Source: an optimization exercise on an open RTL-to-GDS flow (aim: small area). Production flows keep margins and buffers that such runs may drop. Function was checked by simulation only, so behaviour that the tests miss may differ from the original. No activity file was given, so power comes from the tool's default toggle rates.

violet:
## top
module top #(
  parameter WIDTH = 16
  ) (
    input    clk,
    input    rst,
    input    data_in_i1,         
    input    data_in_u1,
    input    data_in_i2,
    input    data_in_u2,
    input    data_in_i3,
    input    data_in_u3,
    output   mclkin,             
    output   word_clk,           
    output   [WIDTH - 1 :0]  data_i1,
    output   [WIDTH - 1 :0]  data_u1,
    output   [WIDTH - 1 :0]  data_i2,
    output   [WIDTH - 1 :0]  data_u2,
    output   [WIDTH - 1 :0]  data_i3,
    output   [WIDTH - 1 :0]  data_u3
);
  wire [1:0]  role;
  wire [7:0]  p0;
  wire        cap, word_rise, clr, ext, pshift, wzero;
  wire [15:0] w;
  wire [5:0]  mdat;
  clk_div_4 ctrl (
    .clk(clk), .rst(rst),
    .clk_div_4(mclkin), .word_clk(word_clk),
    .role(role), .p0(p0),
    .cap(cap), .word_rise(word_rise),
    .clr(clr), .ext(ext), .pshift(pshift), .wzero(wzero)
  );
  word_clk kernel (
    .clk(clk), .rst(rst), .cap(cap),
    .role(role), .p0(p0), .wzero(wzero), .w(w)
  );
  data_adc SIGMA_DELTA_DATA (
    .clk(clk), .cap(cap),
    .din({data_in_u3, data_in_i3, data_in_u2, data_in_i2, data_in_u1, data_in_i1}),
    .mdat(mdat)
  );
  wire [15:0] dout [0:5];
  genvar g;
  generate
    for (g = 0; g < 6; g = g + 1) begin : ch
      filter_sinc3 f (
        .clk(clk), .rst(rst),
        .x(mdat[g]), .w(w),
        .clr(clr), .ext(ext), .pshift(pshift), .word_rise(word_rise),
        .DATA(dout[g])
      );
    end
  endgenerate
  assign data_i1 = dout[0];
  assign data_u1 = dout[1];
  assign data_i2 = dout[2];
  assign data_u2 = dout[3];
  assign data_i3 = dout[4];
  assign data_u3 = dout[5];
endmodule
For scale: about 2000 cells after synthesis, ~0.029 mm^2 of cells after synthesis.
==> module word_clk, before the edit <==
module word_clk (
  input  wire        clk,
  input  wire        rst,
  input  wire        cap,
  input  wire [1:0]  role,
  input  wire [7:0]  p0,
  input  wire        wzero,
  output wire [15:0] w
);
  reg  [14:0] t;
  wire [14:0] tdec;
  ripple_add #(15) step (.a(t), .b(~{7'd0, p0 - 8'd1}), .ci(1'b1), .s(tdec));
  always @(posedge clk, posedge rst) begin
    if (rst)
      t <= 15'd8001;              
    else if (cap)
      t <= (p0 == 8'd0) ? 15'd32385 : tdec;
  end
  reg  [15:0] base, op;
  reg         ci;
  always @(*) begin
    case (role)
      2'd1:    begin base = 16'd0;                       op = {1'b0, t};  ci = 1'b0; end
      2'd2:    begin base = {8'h7F + p0, 8'h80};         op = ~{t, 1'b0}; ci = 1'b1; end
      2'd3:    begin base = {8'h80 - p0, 8'h80};         op = {1'b0, t};  ci = 1'b0; end
      default: begin base = 16'd0;                       op = 16'd0;      ci = 1'b0; end
    endcase
  end
  wire [15:0] wsum;
  ripple_add #(16) sum (.a(base), .b(op), .ci(ci), .s(wsum));
  assign w = wzero ? 16'd0 : wsum;
endmodule
==> module ripple_add, before the edit <==
module ripple_add #(
  parameter N = 16
) (
  input  wire [N-1:0] a,
  input  wire [N-1:0] b,
  input  wire         ci,
  output wire [N-1:0] s
);
  wire [N:0] c;
  assign c[0] = ci;
  genvar i;
  generate
    for (i = 0; i < N; i = i + 1) begin : bit_
      assign s[i]   = a[i] ^ b[i] ^ c[i];
      assign c[i+1] = (a[i] & b[i]) | (a[i] & c[i]) | (b[i] & c[i]);
    end
  endgenerate
endmodule
==> module filter_sinc3, before the edit <==
module filter_sinc3 (
  input  wire        clk,
  input  wire        rst,
  input  wire        x,           
  input  wire [15:0] w,           
  input  wire        clr,
  input  wire        ext,
  input  wire        pshift,
  input  wire        word_rise,
  output reg  [15:0] DATA
);
  reg  [24:0] r0, r1, r2, r3;    
  reg  [15:0] pn, po;            
  wire [24:0] a = clr ? 25'd0 : r3;
  wire [24:0] b = {9'd0, x ? w : 16'd0};
  wire [24:0] s;
  ripple_add #(25) add (.a(a), .b(b), .ci(1'b0), .s(s));
  always @(posedge clk) begin
    r0 <= s;
    r1 <= r0;
    r2 <= r1;
    r3 <= r2;
    if (ext)
      pn <= r3[23:8] | {16{r3[24]}};
    if (pshift)
      po <= pn;
  end
  always @(posedge clk, posedge rst) begin
    if (rst)
      DATA <= 16'd0;
    else if (word_rise)
      DATA <= po;
  end
endmodule
make LEC_CHECK=0 CAP_MARGIN=20 CORE_MARGIN=2 CORE_UTILIZATION=60 CTS_BUF_LIST=sky130_fd_sc_hd__clkbuf_8 CTS_CLUSTER_DIAMETER=50 CTS_CLUSTER_SIZE=20 PLACE_DENSITY=0.75 SLEW_MARGIN=20 finish   # period 10.0 ns
run.sh (not shown) runs the stock make flow with config.mk's settings and CLKGATE_MAP_FILE= SYNTH_SCRIPT=/design/flow/synth_recipe.tcl, a recipe that flattens the netlist after the stock synthesis.
The final layout from violet, which completed every stage, passed the timing, design-rule and antenna checks at the end of the flow.
The following lists how ember was set up differently from violet:
diff --git a/flow/design.v b/flow/design.v
--- a/flow/design.v
+++ b/flow/design.v
@@ -56,7 +56,7 @@
 );
   reg  [14:0] t;
   wire [14:0] tdec;
-  ripple_add #(15) step (.a(t), .b(~{7'd0, p0 - 8'd1}), .ci(1'b1), .s(tdec));
+  ripple_add #(15) step (.a(t), .b(~{7'd0, p0 - 8'd1}), .ci(1'b1), .s(tdec), .co());
   always @(posedge clk, posedge rst) begin
     if (rst)
       t <= 15'd8001;              
@@ -74,7 +74,7 @@
     endcase
   end
   wire [15:0] wsum;
-  ripple_add #(16) sum (.a(base), .b(op), .ci(ci), .s(wsum));
+  ripple_add #(16) sum (.a(base), .b(op), .ci(ci), .s(wsum), .co());
   assign w = wzero ? 16'd0 : wsum;
 endmodule
 module ripple_add #(
@@ -83,10 +83,12 @@
   input  wire [N-1:0] a,
   input  wire [N-1:0] b,
   input  wire         ci,
-  output wire [N-1:0] s
+  output wire [N-1:0] s,
+  output wire         co
 );
   wire [N:0] c;
   assign c[0] = ci;
+  assign co   = c[N];
   genvar i;
   generate
     for (i = 0; i < N; i = i + 1) begin : bit_
@@ -117,19 +119,20 @@
   input  wire        word_rise,
   output reg  [15:0] DATA
 );
-  reg  [24:0] r0, r1, r2, r3;    
+  reg  [23:0] r0, r1, r2, r3;    
   reg  [15:0] pn, po;            
-  wire [24:0] a = clr ? 25'd0 : r3;
-  wire [24:0] b = {9'd0, x ? w : 16'd0};
-  wire [24:0] s;
-  ripple_add #(25) add (.a(a), .b(b), .ci(1'b0), .s(s));
+  wire [23:0] a = clr ? 24'd0 : r3;
+  wire [23:0] b = {8'd0, x ? w : 16'd0};
+  wire [23:0] s;
+  wire        co;
+  ripple_add #(24) add (.a(a), .b(b), .ci(1'b0), .s(s), .co(co));
   always @(posedge clk) begin
-    r0 <= s;
+    r0 <= {s[23:8] | {16{co}}, s[7:0]};
     r1 <= r0;
     r2 <= r1;
     r3 <= r2;
     if (ext)
-      pn <= r3[23:8] | {16{r3[24]}};
+      pn <= r3[23:8];
     if (pshift)
       po <= pn;
   end
ember | stages: all done | timing, DRC, antenna: all pass
Diff violet -> ember: sequential power went down about 2%; final worst slack went down 0.24 ns.
Sort ember and violet by die area desc -> top: violet
violet → ember: global-route track usage on met2 went down, share of post-route cells with drive strength above 1 went down.
Relative to violet, ember degrades reg-to-reg setup timing slack.
Delta (ember minus violet): share of synthesized cell area in and, or, nand and nor gates up 0.33 points; count of buffer and inverter cells on the critical path up 3; cell area after layout down 1.1%; layout multi-input combinational cell count up about 2%.

The RTL this note starts from:
==> flow/design.v <==
module clk_div_4 (
  input  wire       clk,
  input  wire       rst,
  output wire       clk_div_4,   
  output wire       word_clk,
  output wire [1:0] role,        
  output wire [7:0] m,           
  output wire [7:0] m1,          
  output wire       cap,         
  output wire       word_rise,   
  output wire       clr,         
  output wire       ext,         
  output wire       pshift,      
  output wire       wzero        
);
  reg [1:0] div_cnt;
  reg [9:0] cnt;
  wire [9:0] cnt1 = cnt + 10'd1;
  reg       init;                
  reg       init2;               
  always @(posedge clk, posedge rst) begin
    if (rst) begin
      div_cnt <= 2'b00;
      cnt     <= 10'd128;
      init    <= 1'b1;
      init2   <= 1'b1;
    end else begin
      div_cnt <= div_cnt + 2'b01;
      if (div_cnt == 2'b01)
        cnt <= cnt1;
      if (div_cnt == 2'b11) begin
        init  <= 1'b0;
        init2 <= init;
      end
    end
  end
  assign clk_div_4 = div_cnt[1];
  assign word_clk  = ~cnt[7];
  assign role      = div_cnt - cnt[9:8];
  assign m         = cnt[7:0];
  assign m1        = cnt1[7:0];
  assign cap       = (div_cnt == 2'b01);
  assign word_rise = cap && (cnt[7:0] == 8'hFF);
  wire   start  = (role == 2'd3) && (cnt[7:0] == 8'd0);
  wire   zinit  = init2 & ~init;
  assign clr    = init | start;
  assign ext    = start | (zinit && div_cnt == 2'b00);
  assign pshift = word_rise | (zinit && div_cnt == 2'b01);
  assign wzero  = init && !div_cnt[1];
endmodule
module word_clk (
  input  wire        clk,
  input  wire        rst,
  input  wire        cap,
  input  wire [1:0]  role,
  input  wire [7:0]  m,           
  input  wire [7:0]  m1,          
  input  wire        wzero,
  output wire [15:0] nw           
);
  reg  [14:0] t;
  wire [14:0] tdec;
  wire [14:0] sa = t;
  wire [14:0] sb = {7'h7F, m1};
  wire [15:0] sc;
  assign sc[0] = 1'b1;
  genvar i;
  generate
    for (i = 0; i < 15; i = i + 1) begin : step
      assign tdec[i]  = sa[i] ^ sb[i] ^ sc[i];
      assign sc[i+1]  = (sa[i] & sb[i]) | (sa[i] & sc[i]) | (sb[i] & sc[i]);
    end
  endgenerate
  always @(posedge clk, posedge rst) begin
    if (rst)
      t <= 15'd8001;              
    else if (cap)
      t <= (m == 8'hFF) ? 15'd32385 : tdec;
  end
  wire [7:0] hb = m + 8'h81;
  wire [1:0] r  = wzero ? 2'd0 : role;
  reg  [15:0] base, op;
  reg         ci;
  always @(*) begin
    case (r)
      2'd1:    begin base = 16'd0;          op = {1'b0, t};  ci = 1'b0; end
      2'd2:    begin base = {~hb, 8'h80};   op = ~{t, 1'b0}; ci = 1'b1; end
      2'd3:    begin base = {hb, 8'h80};    op = {1'b0, t};  ci = 1'b0; end
      default: begin base = 16'd0;          op = 16'd0;      ci = 1'b0; end
    endcase
  end
  wire [15:0] wa = ~base;
  wire [15:0] wb = ~op;
  wire [16:0] wc;
  assign wc[0] = ~ci;
  generate
    for (i = 0; i < 16; i = i + 1) begin : sum
      assign nw[i]    = wa[i] ^ wb[i] ^ wc[i];
      assign wc[i+1]  = (wa[i] & wb[i]) | (wa[i] & wc[i]) | (wb[i] & wc[i]);
    end
  endgenerate
endmodule
module data_adc (
  input  wire       clk,
  input  wire       cap,
  input  wire [5:0] din,
  output reg  [5:0] nmdat
);
  always @(posedge clk) begin
    if (cap)
      nmdat <= ~din;
  end
endmodule
module filter_sinc3 (
  input  wire        clk,
  input  wire        rst,
  input  wire        nx,          
  input  wire [15:0] nw,          
  input  wire        clr,
  input  wire        ext,
  input  wire        pshift,
  input  wire        word_rise,
  output reg  [15:0] DATA
);
  reg  [23:0] r0, r1, r2, r3;    
  reg  [15:0] pn, po;            
  wire [23:0] a = clr ? 24'd0 : r3;
  wire [23:0] b = {8'd0, ~({16{nx}} | nw)};
  wire [23:0] s;
  wire [24:0] c;
  assign c[0] = 1'b0;
  genvar i;
  generate
    for (i = 0; i < 24; i = i + 1) begin : add
      assign s[i]   = a[i] ^ b[i] ^ c[i];
      assign c[i+1] = (a[i] & b[i]) | (a[i] & c[i]) | (b[i] & c[i]);
    end
  endgenerate
  wire        co = c[24];
  always @(posedge clk) begin
    r0 <= {s[23:8] | {16{co}}, s[7:0]};
    r1 <= r0;
    r2 <= r1;
    r3 <= r2;
    if (ext)
      pn <= r3[23:8];
    if (pshift)
      po <= pn;
  end
  always @(posedge clk, posedge rst) begin
    if (rst)
      DATA <= 16'd0;
    else if (word_rise)
      DATA <= po;
  end
endmodule
module top #(
  parameter WIDTH = 16
  ) (
    input    clk,
    input    rst,
    input    data_in_i1,         
    input    data_in_u1,
    input    data_in_i2,
    input    data_in_u2,
    input    data_in_i3,
    input    data_in_u3,
    output   mclkin,             
    output   word_clk,           
    output   [WIDTH - 1 :0]  data_i1,
    output   [WIDTH - 1 :0]  data_u1,
    output   [WIDTH - 1 :0]  data_i2,
    output   [WIDTH - 1 :0]  data_u2,
    output   [WIDTH - 1 :0]  data_i3,
    output   [WIDTH - 1 :0]  data_u3
);
  wire [1:0]  role;
  wire [7:0]  m, m1;
  wire        cap, word_rise, clr, ext, pshift, wzero;
  wire [15:0] nw;
  wire [5:0]  nmdat;
  clk_div_4 ctrl (
    .clk(clk), .rst(rst),
    .clk_div_4(mclkin), .word_clk(word_clk),
    .role(role), .m(m), .m1(m1),
    .cap(cap), .word_rise(word_rise),
    .clr(clr), .ext(ext), .pshift(pshift), .wzero(wzero)
  );
  word_clk kernel (
    .clk(clk), .rst(rst), .cap(cap),
    .role(role), .m(m), .m1(m1), .wzero(wzero), .nw(nw)
  );
  data_adc SIGMA_DELTA_DATA (
    .clk(clk), .cap(cap),
    .din({data_in_u3, data_in_i3, data_in_u2, data_in_i2, data_in_u1, data_in_i1}),
    .nmdat(nmdat)
  );
  wire [15:0] dout [0:5];
  genvar g;
  generate
    for (g = 0; g < 6; g = g + 1) begin : ch
      filter_sinc3 f (
        .clk(clk), .rst(rst),
        .nx(nmdat[g]), .nw(nw),
        .clr(clr), .ext(ext), .pshift(pshift), .word_rise(word_rise),
        .DATA(dout[g])
      );
    end
  endgenerate
  assign data_i1 = dout[0];
  assign data_u1 = dout[1];
  assign data_i2 = dout[2];
  assign data_u2 = dout[3];
  assign data_i3 = dout[4];
  assign data_u3 = dout[5];
endmodule
export LEC_CHECK = 0
export CAP_MARGIN = 20
export CORE_MARGIN = 2
export CORE_UTILIZATION = 60
export PLACE_DENSITY = 0.75
export SLEW_MARGIN = 20
create_clock -name core_clock -period 10.0 [get_ports {clk}]
standard.sh (not shown) runs the stock make flow with config.mk's settings and CLKGATE_MAP_FILE= SYNTH_SCRIPT=/design/flow/synth_recipe.tcl, a recipe that flattens the netlist after the stock synthesis.
==> flow/flow/run.sh <==
#!/bin/bash
# Standard layout with three changes: port buffers use the smallest buffer,
# the clock tree uses clkbuf_8 with clusters of up to 20 sinks, and CTS adds
# no dummy loads.  Each tool's output goes to the ORFS logs under orfs/logs/;
# this script's own output goes to flow.log.
set -euo pipefail
export BUFFER_PORTS_ARGS="-buffer_cell sky130_fd_sc_hd__buf_1"
export CTS_ARGS="-sink_clustering_enable -repair_clock_nets -dont_use_dummy_load -buf_list sky130_fd_sc_hd__clkbuf_8 -sink_clustering_size 20 -sink_clustering_max_diameter 50"
bash standard.sh > flow.log 2>&1
Change:
--- a/flow/design.v
+++ b/flow/design.v
@@ -57,23 +57,13 @@
   input  wire [7:0]  m1,          
   input  wire        wzero,
   output wire [15:0] nw           
 );
   reg  [14:0] t;
   wire [14:0] tdec;
-  wire [14:0] sa = t;
-  wire [14:0] sb = {7'h7F, m1};
-  wire [15:0] sc;
-  assign sc[0] = 1'b1;
-  genvar i;
-  generate
-    for (i = 0; i < 15; i = i + 1) begin : step
-      assign tdec[i]  = sa[i] ^ sb[i] ^ sc[i];
-      assign sc[i+1]  = (sa[i] & sb[i]) | (sa[i] & sc[i]) | (sb[i] & sc[i]);
-    end
-  endgenerate
+  ripple_add #(15) step (.a(t), .b({7'h7F, m1}), .ci(1'b1), .s(tdec), .co());
   always @(posedge clk, posedge rst) begin
     if (rst)
       t <= 15'd8001;              
     else if (cap)
       t <= (m == 8'hFF) ? 15'd32385 : tdec;
   end
@@ -86,20 +76,31 @@
       2'd1:    begin base = 16'd0;          op = {1'b0, t};  ci = 1'b0; end
       2'd2:    begin base = {~hb, 8'h80};   op = ~{t, 1'b0}; ci = 1'b1; end
       2'd3:    begin base = {hb, 8'h80};    op = {1'b0, t};  ci = 1'b0; end
       default: begin base = 16'd0;          op = 16'd0;      ci = 1'b0; end
     endcase
   end
-  wire [15:0] wa = ~base;
-  wire [15:0] wb = ~op;
-  wire [16:0] wc;
-  assign wc[0] = ~ci;
+  ripple_add #(16) sum (.a(~base), .b(~op), .ci(~ci), .s(nw), .co());
+endmodule
+module ripple_add #(
+  parameter N = 16
+) (
+  input  wire [N-1:0] a,
+  input  wire [N-1:0] b,
+  input  wire         ci,
+  output wire [N-1:0] s,
+  output wire         co
+);
+  wire [N:0] c;
+  assign c[0] = ci;
+  assign co   = c[N];
+  genvar i;
   generate
-    for (i = 0; i < 16; i = i + 1) begin : sum
-      assign nw[i]    = wa[i] ^ wb[i] ^ wc[i];
-      assign wc[i+1]  = (wa[i] & wb[i]) | (wa[i] & wc[i]) | (wb[i] & wc[i]);
+    for (i = 0; i < N; i = i + 1) begin : bit_
+      assign s[i]   = a[i] ^ b[i] ^ c[i];
+      assign c[i+1] = (a[i] & b[i]) | (a[i] & c[i]) | (b[i] & c[i]);
     end
   endgenerate
 endmodule
 module data_adc (
   input  wire       clk,
   input  wire       cap,
@@ -124,22 +125,14 @@
 );
   reg  [23:0] r0, r1, r2, r3;    
   reg  [15:0] pn, po;            
   wire [23:0] a = clr ? 24'd0 : r3;
   wire [23:0] b = {8'd0, ~({16{nx}} | nw)};
   wire [23:0] s;
-  wire [24:0] c;
-  assign c[0] = 1'b0;
-  genvar i;
-  generate
-    for (i = 0; i < 24; i = i + 1) begin : add
-      assign s[i]   = a[i] ^ b[i] ^ c[i];
-      assign c[i+1] = (a[i] & b[i]) | (a[i] & c[i]) | (b[i] & c[i]);
-    end
-  endgenerate
-  wire        co = c[24];
+  wire        co;
+  ripple_add #(24) add (.a(a), .b(b), .ci(1'b0), .s(s), .co(co));
   always @(posedge clk) begin
     r0 <= {s[23:8] | {16{co}}, s[7:0]};
     r1 <= r0;
     r2 <= r1;
     r3 <= r2;
     if (ext)
Worst setup slack improved by 0.040 ns.
Register-to-register slack improved by 0.04 ns.
Synthesized area grows by 0.43%.
Count of clock-buffer cells in the layout grows by 2.
Final area grows by 0.75%.

afterwards: timing with drivers on the ports:
The results above use ideal ports. As a check the final layouts listed here were re-extracted and re-timed, cells and wires unchanged.
Step 1: set_driving_cell puts a clkbuf_16 on clk and a buf_2 on each other input, an assumption about the parent block.
Step 2 times the ports against the registers' clock, not the clock port: input delays grow and output delays shrink by t, the midpoint of the rising clock arrivals with the driver on.
Three values: no drivers, after step 1, after step 2; two values: the first two.
run | t, ns | setup slack, ns | hold slack, ns | worst data-port slew with drivers (ns)
violet | 0.734 | 0.539 / 0.539 / 0.539 | 0.306 / 0.306 / 0.306 | 0.04
ember | 0.744 | 0.304 / 0.304 / 0.304 | 0.320 / 0.320 / 0.320 | 0.03
the first run of note 2 | 0.694 | 0.371 / 0.371 / 0.371 | 0.289 / 0.289 / 0.289 | 0.04
the second run of note 2 | 0.696 | 0.411 / 0.411 / 0.411 | 0.297 / 0.297 / 0.297 | 0.03
After both steps setup and hold are still met in every run listed.
